Source: an optimization exercise on an open RTL-to-GDS flow (aim: small area, a short achievable clock period and few clock cycles per item). Production flows keep margins and buffers that such runs may drop. At most, simulation tests tie the RTL to the original design; equivalence was not proved.

xenon:
==> module atan, before the edit <==
module atan
(
    input                       clk         ,
    input                       rst_n       ,
    input                       trig        ,
    output                      vld         ,
    input       signed  [16:0]  para_in     ,
    output      signed  [11:0]  atany
);
reg         busy;
reg         vld_r;
reg  [8:0]  h;       
reg  [18:0] x;
reg  [19:2] z;
reg  [11:1] acc;     
wire [8:1]  clr = {h[8], h[8] | h[7], |h[8:6], |h[8:5], |h[8:4], |h[8:3], |h[8:2], |h[8:1]};
always @(posedge clk or negedge rst_n)
    if (!rst_n) begin
        busy  <= 1'b0;
        vld_r <= 1'b0;
    end else begin
        busy  <= trig | (busy & ~h[8]);
        vld_r <= busy & h[8];
    end
assign vld = vld_r;
wire        s   = para_in[16];
wire [18:0] p4  = {para_in, 2'b00};
wire [18:0] y0  = s ? p4 + 19'd1024 : p4 - 19'd1024;
wire [18:0] x0  = s ? 19'd1024 - p4 : 19'd1024 + p4;
wire        d   = ~z[19];
wire [19:0] zf  = {z, 2'b00};
wire [18:0] xm  = {x[18:1] & {10'h3FF, ~clr}, 1'b0};
wire [20:0] zc  = {zf[18:0], 1'b0, 1'b1} + {{1'b0, xm} ^ {20{d}}, d};
wire [19:0] zn  = zc[20:1];
wire [18:0] za  = zf[18:0] ^ {19{zf[19]}};
wire [33:0] ze  = {15'd0, za};
reg  [18:0] ty;
integer i, j;
always @(*) begin
    ty = 19'd0;
    for (i = 0; i < 8; i = i + 1)
        for (j = 0; j < 19; j = j + 1)
            ty[j] = ty[j] | (h[i] & ze[j + 2*i + 1]);
end
wire [19:0] xc  = {x, 1'b1} + {ty, !d};
wire [18:0] xn  = xc[19:1];
wire [11:0] k2  = ({12{h[0]}} & 12'd950) | ({12{h[1]}} & 12'd502) | ({12{h[2]}} & 12'd254)
                | {4'd0, h[3], h[4], h[5], h[6], h[7], h[8], 2'd0};
wire [11:1] accn = acc + (k2[11:1] & {11{d}});
always @(posedge clk) begin
    h   <= trig ? 9'd1 : {h[7:0], 1'b0};
    x   <= trig ? x0 : xn;
    z   <= trig ? {y0[18], y0[18:2]} : zn[19:2];
    acc <= trig ? (s ? 11'd1156 : 11'd1960) : accn;
end
wire        d9 = ~z[19];
wire [11:1] a1 = acc + 11'd1;
assign atany = {d9 ? a1 : acc, 1'b0};
endmodule
Settings: LEC_CHECK=0, ABC_AREA=1, CAP_MARGIN=20, CORE_MARGIN=2, CORE_UTILIZATION=50, SETUP_SLACK_MARGIN=3, SLEW_MARGIN=20; clock period 6.0 ns.
standard.sh (not shown) runs the stock make flow with config.mk's settings and CLKGATE_MAP_FILE= SYNTH_SCRIPT=/design/flow/synth_recipe.tcl, a recipe that flattens the netlist after the stock synthesis.
==> flow/flow/run.sh <==
#!/bin/bash
# Own layout flow: the standard flow (standard.sh, ORFS) with one change:
# the port buffers are the smallest buffer cell (every port still gets one).
# The make run writes its full output to a log of its own in this folder.
set -euo pipefail
here=$(pwd)
bash standard.sh \
  "BUFFER_PORTS_ARGS=-buffer_cell sky130_fd_sc_hd__buf_1" \
  finish > "$here/flow_make.log" 2>&1
diff inputs: xenon => nickel
-- flow/design.v --
<<< xenon, line 10
reg         busy;
reg         vld_r;
reg  [8:0]  h;       
reg  [18:0] x;
reg  [19:2] z;
reg  [11:1] acc;     
wire [8:1]  clr = {h[8], h[8] | h[7], |h[8:6], |h[8:5], |h[8:4], |h[8:3], |h[8:2], |h[8:1]};
always @(posedge clk or negedge rst_n)
    if (!rst_n) begin
>>> nickel, line 10
reg         busy;
reg         vld_r;
reg  [8:1]  clr;     
reg  [18:0] x;
reg  [19:2] z;
reg  [11:1] acc;     
wire [8:0]  ct  = {clr, 1'b1};
wire [8:0]  h   = ct & ~{1'b0, ct[8:1]};      
always @(posedge clk or negedge rst_n)
    if (!rst_n) begin
<<< xenon, line 20
        vld_r <= 1'b0;
    end else begin
        busy  <= trig | (busy & ~h[8]);
        vld_r <= busy & h[8];
    end
assign vld = vld_r;
>>> nickel, line 21
        vld_r <= 1'b0;
    end else begin
        busy  <= trig | (busy & ~clr[8]);
        vld_r <= busy & clr[8];
    end
assign vld = vld_r;
<<< xenon, line 49
wire [11:1] accn = acc + (k2[11:1] & {11{d}});
always @(posedge clk) begin
    h   <= trig ? 9'd1 : {h[7:0], 1'b0};
    x   <= trig ? x0 : xn;
    z   <= trig ? {y0[18], y0[18:2]} : zn[19:2];
>>> nickel, line 50
wire [11:1] accn = acc + (k2[11:1] & {11{d}});
always @(posedge clk) begin
    clr <= trig ? 8'd0 : {clr[7:1], 1'b1};
    x   <= trig ? x0 : xn;
    z   <= trig ? {y0[18], y0[18:2]} : zn[19:2];
--- outcome ---
Delta (nickel minus xenon): sequential cell area share about even, global-route wire length before repair rose 850 um, number of clock buffer instances in the layout rose 2, area share of fa/ha/maj cells after synthesis fell 0.46 points.
Going from xenon to nickel, the number of buffers outside the clock class in the layout was found to have gone down by 24%.
Against xenon, nickel comes in 3.2% higher on detailed-route wire length on metal 1.
Final design utilization ends up higher on xenon.
Function was not checked in any run of this note: the RTL went through the layout flow alone.

========
Another version of the RTL of atan (not shown whole).
Size: about 33 I/O pins.
==> module atan, before the edit <==
module atan
(
    input                       clk         ,
    input                       rst_n       ,
    input                       trig        ,
    output                      vld         ,
    input       signed  [16:0]  para_in     ,
    output      signed  [11:0]  atany
);
reg         busy;
reg         vld_r;
reg  [7:1]  clr;     
reg  [18:0] x;
reg  [19:2] z;
reg  [11:0] acc;     
wire [7:0]  ct  = {clr, 1'b1};
wire [7:0]  h   = ct & ~{1'b0, ct[7:1]};      
always @(posedge clk or negedge rst_n)
    if (!rst_n) begin
        busy  <= 1'b0;
        vld_r <= 1'b0;
    end else begin
        busy  <= trig | (busy & ~clr[7]);
        vld_r <= busy & clr[7];
    end
assign vld = vld_r;
wire        s   = para_in[16];
wire [18:0] p4  = {para_in, 2'b00};
wire [18:0] y0  = s ? p4 + 19'd1024 : p4 - 19'd1024;
wire [18:0] x0  = s ? 19'd1024 - p4 : 19'd1024 + p4;
wire        d   = ~z[19];
wire [19:0] zf  = {z, 2'b00};
wire [18:0] xm  = {x[18:1] & {11'h7FF, ~clr}, 1'b0};
wire [19:0] zn  = {zf[18:0], 1'b0} + ({1'b0, xm} ^ {20{d}}) + d;
wire [18:0] za  = zf[18:0] ^ {19{zf[19]}};
wire [33:0] ze  = {15'd0, za};
reg  [18:0] ty;
integer i, j;
always @(*) begin
    ty = 19'd0;
    for (i = 0; i < 8; i = i + 1)
        for (j = 0; j < 19; j = j + 1)
            ty[j] = ty[j] | (h[i] & ze[j + 2*i + 1]);
end
wire [18:0] xn  = x + ty + !d;
wire [11:0] k2  = ({12{h[0]}} & 12'd950) | ({12{h[1]}} & 12'd502) | ({12{h[2]}} & 12'd254)
                | {4'd0, h[3], h[4], h[5], h[6], h[7], 3'd0};
wire [11:0] accn = acc + (k2 & {12{d}});
always @(posedge clk) begin
    clr <= trig ? 7'd0 : {clr[6:1], 1'b1};
    x   <= trig ? x0 : xn;
    z   <= trig ? {y0[18], y0[18:2]} : zn[19:2];
    acc <= trig ? (s ? 12'd2312 : 12'd3920) : accn;
end
wire       d8  = ~z[19];
wire [9:0] y9a = zf[17:8] - x[18:9];
wire [9:0] y9b = zf[17:8] + x[18:9];
wire       d9  = d8 ? ~y9a[9] : ~y9b[9];
wire [11:0] a0 = acc + {9'd0, d8, 2'b00};
wire [11:0] a1 = acc + {9'd0, d8, 2'b10};
assign atany = d9 ? a1 : a0;
endmodule
Settings: LEC_CHECK=0, CAP_MARGIN=20, CORE_MARGIN=2, CORE_UTILIZATION=40, SETUP_SLACK_MARGIN=3, SLEW_MARGIN=20; clock period 6.0 ns.
run.sh (not shown) runs the stock make flow with config.mk's settings and CLKGATE_MAP_FILE= SYNTH_SCRIPT=/design/flow/synth_recipe.tcl, a recipe that flattens the netlist after the stock synthesis.
Stock flow here: none of the scripts above is used.
The first run finished with timing, DRC and antenna clean.
Next try:
==> flow/design.v (replaced) <==
module atan
(
    input                       clk         ,
    input                       rst_n       ,
    input                       trig        ,
    output                      vld         ,
    input       signed  [16:0]  para_in     ,
    output      signed  [11:0]  atany
);
reg         busy;
reg         vld_r;
reg  [8:1]  clr;     
reg  [18:0] x;
reg  [19:2] z;
reg  [11:1] acc;     
wire [8:0]  ct  = {clr, 1'b1};
wire [8:0]  h   = ct & ~{1'b0, ct[8:1]};      
always @(posedge clk or negedge rst_n)
    if (!rst_n) begin
        busy  <= 1'b0;
        vld_r <= 1'b0;
    end else begin
        busy  <= trig | (busy & ~clr[8]);
        vld_r <= busy & clr[8];
    end
assign vld = vld_r;
wire        s   = para_in[16];
wire [18:0] p4  = {para_in, 2'b00};
wire [18:0] y0  = s ? p4 + 19'd1024 : p4 - 19'd1024;
wire [18:0] x0  = s ? 19'd1024 - p4 : 19'd1024 + p4;
wire        d   = ~z[19];
wire [19:0] zf  = {z, 2'b00};
wire [18:0] xm  = {x[18:1] & {10'h3FF, ~clr}, 1'b0};
wire [19:0] zn  = {zf[18:0], 1'b0} + ({1'b0, xm} ^ {20{d}}) + d;
wire [18:0] za  = zf[18:0] ^ {19{zf[19]}};
wire [33:0] ze  = {15'd0, za};
reg  [18:0] ty;
integer i, j;
always @(*) begin
    ty = 19'd0;
    for (i = 0; i < 8; i = i + 1)
        for (j = 0; j < 19; j = j + 1)
            ty[j] = ty[j] | (h[i] & ze[j + 2*i + 1]);
end
wire [18:0] xn  = x + ty + !d;
wire [11:0] k2  = ({12{h[0]}} & 12'd950) | ({12{h[1]}} & 12'd502) | ({12{h[2]}} & 12'd254)
                | {4'd0, h[3], h[4], h[5], h[6], h[7], h[8], 2'd0};
wire [11:1] accn = acc + (k2[11:1] & {11{d}});
always @(posedge clk) begin
    clr <= trig ? 8'd0 : {clr[7:1], 1'b1};
    x   <= trig ? x0 : xn;
    z   <= trig ? {y0[18], y0[18:2]} : zn[19:2];
    acc <= trig ? (s ? 11'd1156 : 11'd1960) : accn;
end
wire        d9 = ~z[19];
wire [11:1] a1 = acc + 11'd1;
assign atany = {d9 ? a1 : acc, 1'b0};
endmodule
The changed run finished clean.
Critical path depth rose by 1.
Wire length fell by 4.4%.
Via count fell by 5.8%.
Register-to-register slack gains 0.40 ns.
Final area fell by 14%.
Die area fell by about 9%.
Setup slack gains 1.0 ns.
Synthesized cell count fell by about 10%.
Final cell count fell by 13%.
Sequential cell count rose by 1.
Testbench counts after the change, summed over its fixed seeds: cycles 24,008, items 2,400.
Function not checked in the first run of this note: the RTL went through the layout flow alone.

========
Another version of the RTL of atan (not shown whole).
Size: ~33 I/O pins.
==> module atan, before the edit <==
module atan
(
    input                       clk         ,
    input                       rst_n       ,
    input                       trig        ,
    output                      vld         ,
    input       signed  [16:0]  para_in     ,
    output      signed  [11:0]  atany
);
reg         busy;
reg         vld_r;
reg  [8:1]  clr;     
reg  [18:0] x;
reg  [19:2] z;
reg  [11:1] acc;     
wire [8:0]  ct  = {clr, 1'b1};
wire [8:0]  h   = ct & ~{1'b0, ct[8:1]};      
always @(posedge clk or negedge rst_n)
    if (!rst_n) begin
        busy  <= 1'b0;
        vld_r <= 1'b0;
    end else begin
        busy  <= trig | (busy & ~clr[8]);
        vld_r <= busy & clr[8];
    end
assign vld = vld_r;
wire        s   = para_in[16];
wire [8:0]  yh  = para_in[16:8] + {{8{~s}}, 1'b1};
wire [18:0] y0  = {yh, para_in[7:0], 2'b00};
wire [16:0] xa  = (para_in ^ {17{s}}) + {8'd0, 1'b1, 7'd0, s};
wire [18:0] x0  = {xa, 2'b00};
wire        d   = ~z[19];
wire [19:0] zf  = {z, 2'b00};
wire [18:0] xm  = {x[18:1] & {10'h3FF, ~clr}, 1'b0};
wire [19:0] zn  = {zf[18:0], 1'b0} + ({1'b0, xm} ^ {20{d}}) + d;
wire [18:0] za  = zf[18:0] ^ {19{zf[19]}};
wire [33:0] ze  = {15'd0, za};
reg  [18:0] ty;
integer i, j;
always @(*) begin
    ty = 19'd0;
    for (i = 0; i < 8; i = i + 1)
        for (j = 0; j < 19; j = j + 1)
            ty[j] = ty[j] | (h[i] & ze[j + 2*i + 1]);
end
wire [18:0] xn  = x + ty + !d;
wire [11:0] k2  = ({12{h[0]}} & 12'd950) | ({12{h[1]}} & 12'd502) | ({12{h[2]}} & 12'd254)
                | {4'd0, h[3], h[4], h[5], h[6], h[7], h[8], 2'd0};
wire [11:1] accn = acc + (k2[11:1] & {11{d}});
always @(posedge clk) begin
    clr <= trig ? 8'd0 : {clr[7:1], 1'b1};
    x   <= trig ? x0 : xn;
    z   <= trig ? {y0[18], y0[18:2]} : zn[19:2];
    acc <= trig ? (s ? 11'd1156 : 11'd1960) : accn;
end
wire        d9 = ~z[19];
wire [11:1] a1 = acc + 11'd1;
assign atany = {d9 ? a1 : acc, 1'b0};
endmodule
clock: 6.0 ns
lec_check: 0
abc_area: 1
cap_margin: 20
core_margin: 2
core_utilization: 50
cts_buf_list: sky130_fd_sc_hd__clkbuf_8
setup_slack_margin: 3
slew_margin: 20
standard.sh (not shown) runs the stock make flow with config.mk's settings and CLKGATE_MAP_FILE= SYNTH_SCRIPT=/design/flow/synth_recipe.tcl, a recipe that flattens the netlist after the stock synthesis.
Scripts as last shown in full above: flow/flow/run.sh
Then changed:
--- a/flow/design.v
+++ b/flow/design.v
@@ -26,8 +26,7 @@
 assign vld = vld_r;
 wire        s   = para_in[16];
-wire [8:0]  yh  = para_in[16:8] + {{8{~s}}, 1'b1};
-wire [18:0] y0  = {yh, para_in[7:0], 2'b00};
-wire [16:0] xa  = (para_in ^ {17{s}}) + {8'd0, 1'b1, 7'd0, s};
-wire [18:0] x0  = {xa, 2'b00};
+wire [18:0] p4  = {para_in, 2'b00};
+wire [18:0] y0  = s ? p4 + 19'd1024 : p4 - 19'd1024;
+wire [18:0] x0  = s ? 19'd1024 - p4 : 19'd1024 + p4;
 wire        d   = ~z[19];
 wire [19:0] zf  = {z, 2'b00};
Result: Final area went down by 2.9%. Worst setup slack improved by 86 ps. Wire length went up by 1.0%. Synthesized area went up by 0.40%. Non-clock buffer count went down by 10.
Testbench counts after the change, summed over its fixed seeds: cycles 24,008, items 2,400.
For the first run of this note, only the layout was checked, not whether the RTL still works.

========
Setup of old:
Another version of the RTL of atan (not shown whole).
Size in the first run: ~59 flip-flops, ~0.0055 mm² of cells after synthesis.
==> flow/design.v (excerpt) <==
module atan
(
    input                       clk         ,
    input                       rst_n       ,
    input                       trig        ,
    output                      vld         ,
    input       signed  [16:0]  para_in     ,
    output      signed  [11:0]  atany
);
reg         busy;
reg         vld_r;
reg  [8:0]  h;       
reg  [18:0] x;
reg  [19:2] z;
reg  [11:1] acc;     
wire [8:1]  clr = {h[8], h[8] | h[7], |h[8:6], |h[8:5], |h[8:4], |h[8:3], |h[8:2], |h[8:1]};
always @(posedge clk or negedge rst_n)
    if (!rst_n) begin
        busy  <= 1'b0;
        vld_r <= 1'b0;
    end else begin
        busy  <= trig | (busy & ~h[8]);
        vld_r <= busy & h[8];
    end
assign vld = vld_r;
wire        s   = para_in[16];
wire [18:0] p4  = {para_in, 2'b00};
wire [18:0] y0  = s ? p4 + 19'd1024 : p4 - 19'd1024;
wire [18:0] x0  = s ? 19'd1024 - p4 : 19'd1024 + p4;
wire        d   = ~z[19];
wire [19:0] zf  = {z, 2'b00};
wire [18:0] xm  = {x[18:1] & {10'h3FF, ~clr}, 1'b0};
wire [19:0] zn  = {zf[18:0], 1'b0} + ({1'b0, xm} ^ {20{d}}) + d;
wire [18:0] za  = zf[18:0] ^ {19{zf[19]}};
wire [33:0] ze  = {15'd0, za};
reg  [18:0] ty;
integer i, j;
always @(*) begin
    ty = 19'd0;
    for (i = 0; i < 8; i = i + 1)
        for (j = 0; j < 19; j = j + 1)
            ty[j] = ty[j] | (h[i] & ze[j + 2*i + 1]);
end
wire [18:0] xn  = x + ty + !d;
wire [11:0] k2  = ({12{h[0]}} & 12'd950) | ({12{h[1]}} & 12'd502) | ({12{h[2]}} & 12'd254)
                | {4'd0, h[3], h[4], h[5], h[6], h[7], h[8], 2'd0};
wire [11:1] accn = acc + (k2[11:1] & {11{d}});
always @(posedge clk) begin
    h   <= trig ? 9'd1 : {h[7:0], 1'b0};
    x   <= trig ? x0 : xn;
    z   <= trig ? {y0[18], y0[18:2]} : zn[19:2];
    acc <= trig ? (s ? 11'd1156 : 11'd1960) : accn;
end
wire        d9 = ~z[19];
wire [11:1] a1 = acc + 11'd1;
assign atany = {d9 ? a1 : acc, 1'b0};
endmodule
==> module atan, before the edit <==
module atan
(
    input                       clk         ,
    input                       rst_n       ,
    input                       trig        ,
    output                      vld         ,
    input       signed  [16:0]  para_in     ,
    output      signed  [11:0]  atany
);
reg         busy;
reg         vld_r;
reg  [8:0]  h;       
reg  [18:0] x;
reg  [19:2] z;
reg  [11:1] acc;     
wire [8:1]  clr = {h[8], h[8] | h[7], |h[8:6], |h[8:5], |h[8:4], |h[8:3], |h[8:2], |h[8:1]};
always @(posedge clk or negedge rst_n)
    if (!rst_n) begin
        busy  <= 1'b0;
        vld_r <= 1'b0;
    end else begin
        busy  <= trig | (busy & ~h[8]);
        vld_r <= busy & h[8];
    end
assign vld = vld_r;
wire        s   = para_in[16];
wire [18:0] p4  = {para_in, 2'b00};
wire [18:0] y0  = s ? p4 + 19'd1024 : p4 - 19'd1024;
wire [18:0] x0  = s ? 19'd1024 - p4 : 19'd1024 + p4;
wire        d   = ~z[19];
wire [19:0] zf  = {z, 2'b00};
wire [18:0] xm  = {x[18:1] & {10'h3FF, ~clr}, 1'b0};
wire [19:0] zn  = {zf[18:0], 1'b0} + ({1'b0, xm} ^ {20{d}}) + d;
wire [18:0] za  = zf[18:0] ^ {19{zf[19]}};
wire [33:0] ze  = {15'd0, za};
reg  [18:0] ty;
integer i, j;
always @(*) begin
    ty = 19'd0;
    for (i = 0; i < 8; i = i + 1)
        for (j = 0; j < 19; j = j + 1)
            ty[j] = ty[j] | (h[i] & ze[j + 2*i + 1]);
end
wire [18:0] xn  = x + ty + !d;
wire [11:0] k2  = ({12{h[0]}} & 12'd950) | ({12{h[1]}} & 12'd502) | ({12{h[2]}} & 12'd254)
                | {4'd0, h[3], h[4], h[5], h[6], h[7], h[8], 2'd0};
wire [11:1] accn = acc + (k2[11:1] & {11{d}});
always @(posedge clk) begin
    h   <= trig ? 9'd1 : {h[7:0], 1'b0};
    x   <= trig ? x0 : xn;
    z   <= trig ? {y0[18], y0[18:2]} : zn[19:2];
    acc <= trig ? (s ? 11'd1156 : 11'd1960) : accn;
end
wire        d9 = ~z[19];
wire [11:1] a1 = acc + 11'd1;
assign atany = {d9 ? a1 : acc, 1'b0};
endmodule
==> flow/config.mk <==
export PLATFORM = sky130hd
export DESIGN_NAME = atan
export DESIGN_NICKNAME = atan
export VERILOG_FILES = /design/flow/design.v
export SDC_FILE = /design/flow/constraint.sdc
export NUM_CORES = 4
export LEC_CHECK = 0
export CAP_MARGIN = 20
export CORE_MARGIN = 2
export CORE_UTILIZATION = 40
export SETUP_SLACK_MARGIN = 3
export SLEW_MARGIN = 20
==> flow/constraint.sdc <==
create_clock -name core_clock -period 6.0 [get_ports {clk}]
set_input_delay 1.2000 -clock core_clock [delete_from_list [all_inputs] [get_ports {clk}]]
set_output_delay 1.2000 -clock core_clock [all_outputs]
set_load 0.01 [all_outputs]
run.sh (not shown) runs the stock make flow with config.mk's settings and CLKGATE_MAP_FILE= SYNTH_SCRIPT=/design/flow/synth_recipe.tcl, a recipe that flattens the netlist after the stock synthesis.
Stock flow here: none of the scripts above is used.
old did not stop at any stage, and its layout met the timing, design-rule and antenna checks.
Changes in new relative to old:
==> flow/design.v <==
module atan
(
    input                       clk         ,
    input                       rst_n       ,
    input                       trig        ,
    output                      vld         ,
    input       signed  [16:0]  para_in     ,
    output      signed  [11:0]  atany
);
reg         busy;
reg         vld_r;
reg  [8:1]  clr;     
reg  [18:0] x;
reg  [19:2] z;
reg  [11:0] acc;     
wire [8:0]  ct  = {clr, 1'b1};
wire [8:0]  h   = ct & ~{1'b0, ct[8:1]};      
always @(posedge clk or negedge rst_n)
    if (!rst_n) begin
        busy  <= 1'b0;
        vld_r <= 1'b0;
    end else begin
        busy  <= trig | (busy & ~clr[8]);
        vld_r <= busy & clr[8];
    end
assign vld = vld_r;
wire        s   = para_in[16];
wire [18:0] p4  = {para_in, 2'b00};
wire [18:0] y0  = s ? p4 + 19'd1024 : p4 - 19'd1024;
wire [18:0] x0  = s ? 19'd1024 - p4 : 19'd1024 + p4;
wire        d   = ~z[19];
wire [19:0] zf  = {z, 2'b00};
wire [18:0] xm  = {x[18:1] & {10'h3FF, ~clr}, 1'b0};
wire [19:0] zn  = {zf[18:0], 1'b0} + ({1'b0, xm} ^ {20{d}}) + d;
wire [34:0] ze  = {{15{zf[19]}}, zf};
reg  [18:0] ty;
integer i, j;
always @(*) begin
    ty = 19'd0;
    for (i = 0; i < 8; i = i + 1)
        for (j = 0; j < 19; j = j + 1)
            ty[j] = ty[j] | (h[i] & ze[j + 2*i + 1]);
end
wire [18:0] xn  = x + (ty ^ {19{~d}}) + !d;
wire [11:0] k2  = ({12{h[0]}} & 12'd950) | ({12{h[1]}} & 12'd502) | ({12{h[2]}} & 12'd254)
                | {4'd0, h[3], h[4], h[5], h[6], h[7], h[8], 2'd0};
wire [11:0] accn = acc + (k2 & {12{d}});
always @(posedge clk) begin
    clr <= trig ? 8'd0 : {clr[7:1], 1'b1};
    x   <= trig ? x0 : xn;
    z   <= trig ? {y0[18], y0[18:2]} : zn[19:2];
    acc <= trig ? (s ? 12'd2312 : 12'd3920) : accn;
end
wire        d9 = ~z[19];
wire [11:0] a1 = acc + 12'd2;
assign atany = d9 ? a1 : acc;
endmodule
==> run notes <==
- When new is measured against old, its number of instances in the synthesized netlist turns out about 5.3% higher.
- Between old and new, fraction of met1 tracks used by global routing is lower for old, new comes in above that.
- new — normalized max-slew margin 1.1 points higher, old as reference
- new against old: final area higher, total of cells resized after clock tree synthesis lower.
Testbench counts of new, summed over its fixed seeds: cycles 24,008, items 2,400.
Function not checked in old: the RTL went through the layout flow alone.

-- afterwards: timing with drivers on the ports --
How much do the figures lean on ideal ports? The routed layouts below were timed once more, with nothing changed but the port constraints. Step 1 assumes that a clkbuf_16 drives the clock port and a buf_2 every other input. Step 2 moves the port delays by t, midway between the first and last clock arrival at a register: inputs arrive t later, outputs are due t later. That takes back most of the time a late clock gives input paths. Slacks: ideal / step 1 / step 2; pairs: ideal / step 1.
| run | t, ns | setup WS [ns] | hold slack, ns | slew at the worst register clock pin (ns) | pins driven straight from the clock port |
|---|---|---|---|---|---|
| xenon | 0.389 | 2.934 / 2.893 / 2.816 | 0.481 / 0.481 / 0.481 | 0.06 / 0.06 | 1 |
| nickel | 0.381 | 3.101 / 3.060 / 2.971 | 0.470 / 0.470 / 0.470 | 0.06 / 0.06 | 1 |
| the first run of note 2 | 0.389 | 1.905 / 1.863 / 2.251 | 0.475 / 0.475 / 0.475 | 0.06 / 0.06 | 1 |
| the second run of note 2 | 0.386 | 2.908 / 2.908 / 2.603 | 0.482 / 0.482 / 0.482 | 0.06 / 0.06 | 1 |
| the first run of note 3 | 0.404 | 3.030 / 2.991 / 2.733 | 0.466 / 0.466 / 0.466 | 0.09 / 0.09 | 1 |
| the second run of note 3 | 0.406 | 3.115 / 3.077 / 2.955 | 0.464 / 0.464 / 0.464 | 0.08 / 0.08 | 1 |
| old | 0.378 | 2.615 / 2.615 / 2.426 | 0.477 / 0.477 / 0.477 | 0.05 / 0.05 | 1 |
| new | 0.376 | 2.764 / 2.764 / 2.512 | 0.474 / 0.474 / 0.474 | 0.06 / 0.06 | 1 |
After both steps setup and hold are still met in every run listed. For the second run of note 2, which loses most, drivers alone change the setup slack by 0.000 ns; drivers and shift together by -0.305 ns.
